What follows belongs to an exercise in optimizing a design on an open flow for small area and a short achievable clock period; a production flow would make more cautious choices.
RTL that was checked went through simulation tests only; none was proved equivalent to the original.
The flow treats the clock pin as an ideal source, which a real chip does not have.
Power is estimated from default activity; no workload was simulated.

==> flow/design.v <==
module FP16_add #(
    parameter C0 = 0,    
    parameter C1 = 1,    
    parameter C2 = 1,    
    parameter C3 = 1,    
    parameter C4 = 1,    
    parameter C5 = 1     
)(
    input wire [15:0]data1,
    input wire [15:0]data2,
    input wire clk,
    input wire rst,
    input wire input_valid,
    output reg [15:0]data_o,
    output reg output_update
    );
    localparam NS = C0 + C1 + C2 + C3 + C4 + C5;
    reg [NS-1:0] vld;
    always @(posedge clk or posedge rst) begin
        if (rst) vld <= {NS{1'b0}};
        else     vld <= {vld[NS-2:0], input_valid};
    end
    always @(*) output_update = vld[NS-1];
    wire [15:0] a, b;
    generate if (C0) begin : g0
        reg [15:0] ra, rb;
        always @(posedge clk) begin ra <= data1; rb <= data2; end
        assign a = ra; assign b = rb;
    end else begin : p0
        assign a = data1; assign b = data2;
    end endgenerate
    wire [4:0] ea = a[14:10], eb = b[14:10];
    wire ovf_0 = (&a) | (&b);                  
    wire gt_0 = a[14:0] > b[14:0];             
    wire egt = ea > eb;
    wire [4:0] dab = ea - eb, dba = eb - ea;
    wire [4:0] d = egt ? dab : dba;            
    wire [4:0] eh_0 = egt ? ea : eb;           
    wire eq0 = ~(|ea) & ~(|eb);
    wire lowz_0 = ~eq0 & ~((|ea) & (|eb));
    wire [9:0] fa_1, fb_1; wire gt_1, sa_1, sb_1, lowz_1, ovf_1; wire [4:0] sh_1; wire [4:0] eh_1;
    generate if (C1) begin : g1
        reg [9:0] r_fa, r_fb; reg r_gt, r_sa, r_sb, r_lowz, r_ovf; reg [4:0] r_sh; reg [4:0] r_eh;
        always @(posedge clk) begin
            r_fa <= a[9:0]; r_fb <= b[9:0]; r_gt <= gt_0; r_sa <= a[15]; r_sb <= b[15];
            r_lowz <= lowz_0; r_sh <= d; r_eh <= eh_0; r_ovf <= ovf_0;
        end
        assign fa_1 = r_fa; assign fb_1 = r_fb; assign gt_1 = r_gt; assign sa_1 = r_sa; assign sb_1 = r_sb;
        assign lowz_1 = r_lowz; assign sh_1 = r_sh; assign eh_1 = r_eh; assign ovf_1 = r_ovf;
    end else begin : p1
        assign fa_1 = a[9:0]; assign fb_1 = b[9:0]; assign gt_1 = gt_0; assign sa_1 = a[15]; assign sb_1 = b[15];
        assign lowz_1 = lowz_0; assign sh_1 = d; assign eh_1 = eh_0; assign ovf_1 = ovf_0;
    end endgenerate
    wire [9:0] fh_1 = gt_1 ? fa_1 : fb_1;
    wire [9:0] fl_1 = gt_1 ? fb_1 : fa_1;
    wire sgn_1 = gt_1 ? sa_1 : sb_1;
    wire sub_1 = sa_1 ^ sb_1;
    wire zall_1 = ~(|eh_1) & ~gt_1;
    wire [22:0] low23 = {2'b01, fl_1, 11'd0} >> sh_1[3:0];
    wire drop_1 = lowz_1 | (sh_1 > 5'd12);
    wire [12:0] al_1 = drop_1 ? 13'd0 : low23[21:9];
    wire st_1 = ~drop_1 & (|low23[8:0]);
    wire [13:0] lx_1 = {al_1, st_1} ^ {14{sub_1}};
    wire [5:0] eh1_1 = ({1'b0, eh_1} + 6'd1) | {6{ovf_1}};
    wire [13:0] lx_2; wire [5:0] eh1_2; wire [9:0] fh_2; wire sgn_2, sub_2, zall_2;
    generate if (C2) begin : g2
        reg [13:0] r_lx; reg [5:0] r_eh1; reg [9:0] r_fh; reg r_sgn, r_sub, r_zall;
        always @(posedge clk) begin
            r_lx <= lx_1; r_eh1 <= eh1_1; r_fh <= fh_1; r_sgn <= sgn_1; r_sub <= sub_1; r_zall <= zall_1;
        end
        assign lx_2 = r_lx; assign eh1_2 = r_eh1; assign fh_2 = r_fh;
        assign sgn_2 = r_sgn; assign sub_2 = r_sub; assign zall_2 = r_zall;
    end else begin : p2
        assign lx_2 = lx_1; assign eh1_2 = eh1_1; assign fh_2 = fh_1;
        assign sgn_2 = sgn_1; assign sub_2 = sub_1; assign zall_2 = zall_1;
    end endgenerate
    wire [14:0] hf = {2'b01, fh_2, 3'd0};
    wire [14:0] s_2 = hf + {sub_2, lx_2} + {14'd0, sub_2};
    wire [14:0] s_3; wire [5:0] eh1_3; wire sgn_3, zall_3;
    generate if (C3) begin : g3
        reg [14:0] r_s; reg [5:0] r_eh1; reg r_sgn, r_zall;
        always @(posedge clk) begin
            r_s <= s_2; r_eh1 <= eh1_2; r_sgn <= sgn_2; r_zall <= zall_2;
        end
        assign s_3 = r_s; assign eh1_3 = r_eh1; assign sgn_3 = r_sgn; assign zall_3 = r_zall;
    end else begin : p3
        assign s_3 = s_2; assign eh1_3 = eh1_2; assign sgn_3 = sgn_2; assign zall_3 = zall_2;
    end endgenerate
    wire [11:0] t = s_3[14:3];
    wire nz2 = |t[11:8], nz1 = |t[7:4], nz0 = |t[3:0];
    wire [1:0] q2 = {~t[11] & ~t[10], ~t[11] & (t[10] | ~t[9])};
    wire [1:0] q1 = {~t[7] & ~t[6], ~t[7] & (t[6] | ~t[5])};
    wire [1:0] q0 = {~t[3] & ~t[2], ~t[3] & (t[2] | ~t[1])};
    wire [1:0] qf = nz2 ? q2 : nz1 ? q1 : q0;
    wire [3:0] lz = {~nz2 & ~nz1, ~nz2 & nz1, qf};
    wire [14:0] n1 = nz2 ? s_3 : nz1 ? {s_3[10:0], 4'd0} : {s_3[6:0], 8'd0};
    wire [14:0] n4 = n1 << qf;
    wire [9:0] m_3 = n4[13:4];                 
    wire rnd_3 = n4[3] & (n4[4] | (|n4[2:0]));
    wire [6:0] e0_3 = {1'b0, eh1_3} - {3'd0, lz};
    wire z_3 = zall_3 | ~(nz2 | nz1 | nz0);    
    wire [9:0] m_4; wire rnd_4, z_4; wire [6:0] e0_4; wire sgn_4;
    generate if (C4) begin : g4
        reg [9:0] r_m; reg r_rnd, r_z; reg [6:0] r_e0; reg r_sgn;
        always @(posedge clk) begin
            r_m <= m_3; r_rnd <= rnd_3; r_e0 <= e0_3; r_sgn <= sgn_3; r_z <= z_3;
        end
        assign m_4 = r_m; assign rnd_4 = r_rnd; assign e0_4 = r_e0; assign sgn_4 = r_sgn; assign z_4 = r_z;
    end else begin : p4
        assign m_4 = m_3; assign rnd_4 = rnd_3; assign e0_4 = e0_3; assign sgn_4 = sgn_3; assign z_4 = z_3;
    end endgenerate
    reg [9:0] mr;
    integer j;
    always @(*)
        for (j = 0; j < 10; j = j + 1)
            mr[j] = m_4[j] ^ (rnd_4 & (&(m_4 | ~((10'd1 << j) - 10'd1))));
    wire c = rnd_4 & (&m_4);                   
    wire ones = &e0_4[4:0];
    wire ovf = (e0_4[6:5] == 2'b01) | (c & ones & (e0_4[6:5] == 2'b00));
    wire neg = e0_4[6] & ~(c & ones);
    wire [4:0] ef = e0_4[4:0] + {4'd0, c};
    wire [15:0] res = ovf ? 16'hffff : (z_4 | neg) ? 16'h0000 : {sgn_4, ef, mr};
    generate if (C5) begin : g5
        reg [15:0] r_o;
        always @(posedge clk) r_o <= res;
        always @(*) data_o = r_o;
    end else begin : p5
        always @(*) data_o = res;
    end endgenerate
endmodule
clock: 4.0 ns
lec_check: 0
abc_area: 1
cap_margin: 20
core_margin: 2
core_utilization: 40
gpl_timing_driven: 0
place_density: 0.6
setup_slack_margin: 2.2
slew_margin: 20
tns_end_percent: 0
standard.sh (not shown) runs the stock make flow with config.mk's settings and CLKGATE_MAP_FILE= SYNTH_SCRIPT=/design/flow/synth_recipe.tcl, a recipe that flattens the netlist after the stock synthesis.
==> flow/flow/run.sh <==
#!/bin/bash
# Standard ORFS layout (the standard.sh) with these changes:
#  - synthesis leaves adders to ABC instead of mapping them onto the
#    library's ripple full/half-adder cells (ADDER_MAP_FILE left empty);
#    registers are mapped exactly as in the standard synthesis;
#  - port buffers use the smallest buffer cell instead of the delay cell
#    that buffer_ports picks by default;
#  - the clock tree is built from clkbuf_4 cells, without dummy loads;
#  - after CTS, flow/post_cts.tcl upsizes to clkbuf_8 the clock buffers
#    whose flip-flop clock pins see a slow slew.
# Each tool's full output stays in orfs/logs; make's output goes to
# standard_flow.log.
set -euo pipefail
export BUFFER_PORTS_ARGS="-buffer_cell sky130_fd_sc_hd__buf_1"
export CTS_ARGS="-sink_clustering_enable -repair_clock_nets -buf_list sky130_fd_sc_hd__clkbuf_4 -dont_use_dummy_load"
export POST_CTS_TCL="$PWD/flow/post_cts.tcl"
bash standard.sh ADDER_MAP_FILE= finish > standard_flow.log 2>&1
==> flow/flow/post_cts.tcl <==
estimate_parasitics -placement
set my_up [dict create]
foreach pin [all_registers -clock_pins -edge_triggered] {
  set worst 0
  foreach edge {rise fall} {
    foreach an {min max} {
      set s [expr {[sta::time_ui_sta [get_property $pin slew_${an}_$edge]] * 1e12}]
      if {$s > $worst} { set worst $s }
    }
  }
  if {$worst > 100} {
    set net [get_nets -of_objects $pin]
    foreach drv [get_pins -of_objects $net -filter "direction==output"] {
      set inst [get_cells -of_objects $drv]
      if {[get_property $inst ref_name] eq "sky130_fd_sc_hd__clkbuf_4"} {
        dict set my_up [get_full_name $inst] 1
      }
    }
  }
}
foreach name [dict keys $my_up] {
  replace_cell [get_cells $name] sky130_fd_sc_hd__clkbuf_8
}
puts "post_cts: upsized [dict size $my_up] clock buffers"
if {[dict size $my_up] > 0} {
  detailed_placement
  check_placement -verbose
  estimate_parasitics -placement
}
The first run ran to the end with no violations.
Edit:
--- a/flow/design.v
+++ b/flow/design.v
@@ -106,23 +106,16 @@
             r_m <= m_3; r_rnd <= rnd_3; r_e0 <= e0_3; r_sgn <= sgn_3; r_z <= z_3;
         end
         assign m_4 = r_m; assign rnd_4 = r_rnd; assign e0_4 = r_e0; assign sgn_4 = r_sgn; assign z_4 = r_z;
     end else begin : p4
         assign m_4 = m_3; assign rnd_4 = rnd_3; assign e0_4 = e0_3; assign sgn_4 = sgn_3; assign z_4 = z_3;
     end endgenerate
-    reg [9:0] mr;
-    integer j;
-    always @(*)
-        for (j = 0; j < 10; j = j + 1)
-            mr[j] = m_4[j] ^ (rnd_4 & (&(m_4 | ~((10'd1 << j) - 10'd1))));
-    wire c = rnd_4 & (&m_4);                   
-    wire ones = &e0_4[4:0];
-    wire ovf = (e0_4[6:5] == 2'b01) | (c & ones & (e0_4[6:5] == 2'b00));
-    wire neg = e0_4[6] & ~(c & ones);
-    wire [4:0] ef = e0_4[4:0] + {4'd0, c};
-    wire [15:0] res = ovf ? 16'hffff : (z_4 | neg) ? 16'h0000 : {sgn_4, ef, mr};
+    wire [16:0] er = {e0_4, m_4} + {16'd0, rnd_4};
+    wire ovf = (er[16:15] == 2'b01);
+    wire neg = er[16];
+    wire [15:0] res = ovf ? 16'hffff : (z_4 | neg) ? 16'h0000 : {sgn_4, er[14:0]};
     generate if (C5) begin : g5
         reg [15:0] r_o;
         always @(posedge clk) r_o <= res;
         always @(*) data_o = r_o;
     end else begin : p5
         always @(*) data_o = res;
The new run ran to the end with no violations. Die area rises by 1.3%. Sequential power stays flat. Combinational power rises by about 10%. Setup slack is better by 0.022 ns. Fmax rises by 1.2%.
No functional check of the RTL was part of the second run of this note.

* * *

// FP16_add: RTL as listed in full above, without the edits since
export LEC_CHECK = 0
export ABC_AREA = 1
export CAP_MARGIN = 20
export CORE_MARGIN = 2
export CORE_UTILIZATION = 40
export PLACE_DENSITY = 0.6
export SETUP_SLACK_MARGIN = 1.8
export SLEW_MARGIN = 20
create_clock -name core_clock -period 4.0 [get_ports {clk}]
==> flow/flow/run.sh <==
#!/bin/bash
# Standard ORFS layout (the standard.sh) with two changes:
#  - port buffers use the smallest buffer cell instead of the delay cell
#    that buffer_ports picks by default;
#  - clock tree built from clkbuf_4 cells, without dummy loads.
set -euo pipefail
export BUFFER_PORTS_ARGS="-buffer_cell sky130_fd_sc_hd__buf_1"
export CTS_ARGS="-sink_clustering_enable -repair_clock_nets -buf_list sky130_fd_sc_hd__clkbuf_4 -dont_use_dummy_load"
bash standard.sh finish > standard_flow.log 2>&1
Edit:
--- a/flow/design.v
+++ b/flow/design.v
@@ -36,29 +36,28 @@
     wire [4:0] dab = ea - eb, dba = eb - ea;
     wire [4:0] d = egt ? dab : dba;            
     wire [4:0] eh_0 = egt ? ea : eb;           
     wire eq0 = ~(|ea) & ~(|eb);
-    wire lowz_0 = ~eq0 & ~((|ea) & (|eb));
-    wire [9:0] fa_1, fb_1; wire gt_1, sa_1, sb_1, lowz_1, ovf_1; wire [4:0] sh_1; wire [4:0] eh_1;
+    wire drop_0 = (~eq0 & ~((|ea) & (|eb))) | (d > 5'd12);
+    wire zall_0 = eq0 & ~gt_0;                 
+    wire [9:0] fa_1, fb_1; wire gt_1, sa_1, sb_1, drop_1, ovf_1, zall_1; wire [3:0] sh_1; wire [4:0] eh_1;
     generate if (C1) begin : g1
-        reg [9:0] r_fa, r_fb; reg r_gt, r_sa, r_sb, r_lowz, r_ovf; reg [4:0] r_sh; reg [4:0] r_eh;
+        reg [9:0] r_fa, r_fb; reg r_gt, r_sa, r_sb, r_drop, r_ovf, r_zall; reg [3:0] r_sh; reg [4:0] r_eh;
         always @(posedge clk) begin
             r_fa <= a[9:0]; r_fb <= b[9:0]; r_gt <= gt_0; r_sa <= a[15]; r_sb <= b[15];
-            r_lowz <= lowz_0; r_sh <= d; r_eh <= eh_0; r_ovf <= ovf_0;
+            r_drop <= drop_0; r_sh <= d[3:0]; r_eh <= eh_0; r_ovf <= ovf_0; r_zall <= zall_0;
         end
         assign fa_1 = r_fa; assign fb_1 = r_fb; assign gt_1 = r_gt; assign sa_1 = r_sa; assign sb_1 = r_sb;
-        assign lowz_1 = r_lowz; assign sh_1 = r_sh; assign eh_1 = r_eh; assign ovf_1 = r_ovf;
+        assign drop_1 = r_drop; assign sh_1 = r_sh; assign eh_1 = r_eh; assign ovf_1 = r_ovf; assign zall_1 = r_zall;
     end else begin : p1
         assign fa_1 = a[9:0]; assign fb_1 = b[9:0]; assign gt_1 = gt_0; assign sa_1 = a[15]; assign sb_1 = b[15];
-        assign lowz_1 = lowz_0; assign sh_1 = d; assign eh_1 = eh_0; assign ovf_1 = ovf_0;
+        assign drop_1 = drop_0; assign sh_1 = d[3:0]; assign eh_1 = eh_0; assign ovf_1 = ovf_0; assign zall_1 = zall_0;
     end endgenerate
     wire [9:0] fh_1 = gt_1 ? fa_1 : fb_1;
     wire [9:0] fl_1 = gt_1 ? fb_1 : fa_1;
     wire sgn_1 = gt_1 ? sa_1 : sb_1;
     wire sub_1 = sa_1 ^ sb_1;
-    wire zall_1 = ~(|eh_1) & ~gt_1;
-    wire [22:0] low23 = {2'b01, fl_1, 11'd0} >> sh_1[3:0];
-    wire drop_1 = lowz_1 | (sh_1 > 5'd12);
+    wire [22:0] low23 = {2'b01, fl_1, 11'd0} >> sh_1;
     wire [12:0] al_1 = drop_1 ? 13'd0 : low23[21:9];
     wire st_1 = ~drop_1 & (|low23[8:0]);
     wire [13:0] lx_1 = {al_1, st_1} ^ {14{sub_1}};
     wire [5:0] eh1_1 = ({1'b0, eh_1} + 6'd1) | {6{ovf_1}};
@@ -97,9 +96,9 @@
     wire [14:0] n4 = n1 << qf;
     wire [9:0] m_3 = n4[13:4];                 
     wire rnd_3 = n4[3] & (n4[4] | (|n4[2:0]));
     wire [6:0] e0_3 = {1'b0, eh1_3} - {3'd0, lz};
-    wire z_3 = zall_3 | ~(nz2 | nz1 | nz0);    
+    wire z_3 = zall_3 | ~(nz2 | nz1 | nz0);                 
     wire [9:0] m_4; wire rnd_4, z_4; wire [6:0] e0_4; wire sgn_4;
     generate if (C4) begin : g4
         reg [9:0] r_m; reg r_rnd, r_z; reg [6:0] r_e0; reg r_sgn;
         always @(posedge clk) begin
Result: Final area grows by 0.31%; cell count climbs by 0.57%; total power rose by 1.1%; die area goes up by 0.31%; global-route usage grows by 0.33 points; clock-buffer cell count stays the same; worst hold slack hardly moves.

* * *

Setup of main:
// FP16_add: RTL as listed in full above, without the edits since
Settings: LEC_CHECK=0, ABC_AREA=1, CAP_MARGIN=20, CORE_MARGIN=2, CORE_UTILIZATION=40, PLACE_DENSITY=0.6, SETUP_SLACK_MARGIN=2.0, SLEW_MARGIN=20, TNS_END_PERCENT=0; clock period 4.0 ns.
==> flow/flow/run.sh <==
#!/bin/bash
# Standard ORFS layout (the standard.sh) with three changes:
#  - port buffers use the smallest buffer cell instead of the delay cell
#    that buffer_ports picks by default;
#  - the clock tree is built from clkbuf_4 cells, without dummy loads;
#  - after CTS, flow/post_cts.tcl upsizes to clkbuf_8 the clock buffers
#    whose flip-flop clock pins see a slow slew.
# Each tool's full output stays in orfs/logs; make's output goes to
# standard_flow.log.
set -euo pipefail
export BUFFER_PORTS_ARGS="-buffer_cell sky130_fd_sc_hd__buf_1"
export CTS_ARGS="-sink_clustering_enable -repair_clock_nets -buf_list sky130_fd_sc_hd__clkbuf_4 -dont_use_dummy_load"
export POST_CTS_TCL="$PWD/flow/post_cts.tcl"
bash standard.sh finish > standard_flow.log 2>&1
Scripts as last shown in full above: flow/flow/post_cts.tcl
main: PASS, flow complete, no timing, DRC or antenna violations
What the feature branch does differently from main at the input level:
--- a/flow/design.v
+++ b/flow/design.v
@@ -110,15 +110,8 @@
         assign m_4 = m_3; assign rnd_4 = rnd_3; assign e0_4 = e0_3; assign sgn_4 = sgn_3; assign z_4 = z_3;
     end endgenerate
-    reg [9:0] mr;
-    integer j;
-    always @(*)
-        for (j = 0; j < 10; j = j + 1)
-            mr[j] = m_4[j] ^ (rnd_4 & (&(m_4 | ~((10'd1 << j) - 10'd1))));
-    wire c = rnd_4 & (&m_4);                   
-    wire ones = &e0_4[4:0];
-    wire ovf = (e0_4[6:5] == 2'b01) | (c & ones & (e0_4[6:5] == 2'b00));
-    wire neg = e0_4[6] & ~(c & ones);
-    wire [4:0] ef = e0_4[4:0] + {4'd0, c};
-    wire [15:0] res = ovf ? 16'hffff : (z_4 | neg) ? 16'h0000 : {sgn_4, ef, mr};
+    wire [16:0] er = {e0_4, m_4} + {16'd0, rnd_4};
+    wire ovf = (er[16:15] == 2'b01);
+    wire neg = er[16];
+    wire [15:0] res = ovf ? 16'hffff : (z_4 | neg) ? 16'h0000 : {sgn_4, er[14:0]};
     generate if (C5) begin : g5
         reg [15:0] r_o;
- | sequential cell area in the final layout | main vs the feature branch | ≈ equal |
- Between the feature branch and main, it is the feature branch whose shortest clock period the worst path allows after layout is lower, by 0.039 ns.
- main → the feature branch: total power after layout went up by 130 µW; clock distribution area overhead in the final layout went down by 0.17 points; upper clock frequency limit went up by about 2%.
- Critical-path maximum fanout for the feature branch: 7 down relative to main
Only the layout flow was run in the feature branch; the RTL was not checked for function there.

-- afterwards: timing with drivers on the ports --
The results above use ideal ports. As a check the final layouts listed here were re-extracted and re-timed, cells and wires unchanged. Step 1 assumes that a clkbuf_16 drives the clock port and a buf_2 every other input. Step 2 moves the port delays by t, midway between the first and last clock arrival at a register: inputs arrive t later, outputs are due t later. That takes back most of the time a late clock gives input paths. Slacks: ideal ports / drivers / drivers and shift; pairs: ideal ports / drivers.
run | t, ns | slack for setup (ns) | worst slew at a driven data input, ns
the first run of note 1 | 0.582 | 2.176 / 2.141 / 1.778 | 0.03
the second run of note 1 | 0.579 | 2.198 / 2.161 / 1.716 | 0.04
the first run of note 2 | 0.526 | 1.940 / 1.940 / 1.450 | 0.03
the second run of note 2 | 0.513 | 1.924 / 1.924 / 1.430 | 0.03
main | 0.548 | 1.991 / 1.991 / 1.544 | 0.03
the feature branch | 0.539 | 2.030 / 2.030 / 1.539 | 0.03
After both steps every run listed still meets setup and hold. For the second run of note 2, which loses most, drivers alone change the setup slack by 0.000 ns; drivers and shift together by -0.494 ns.
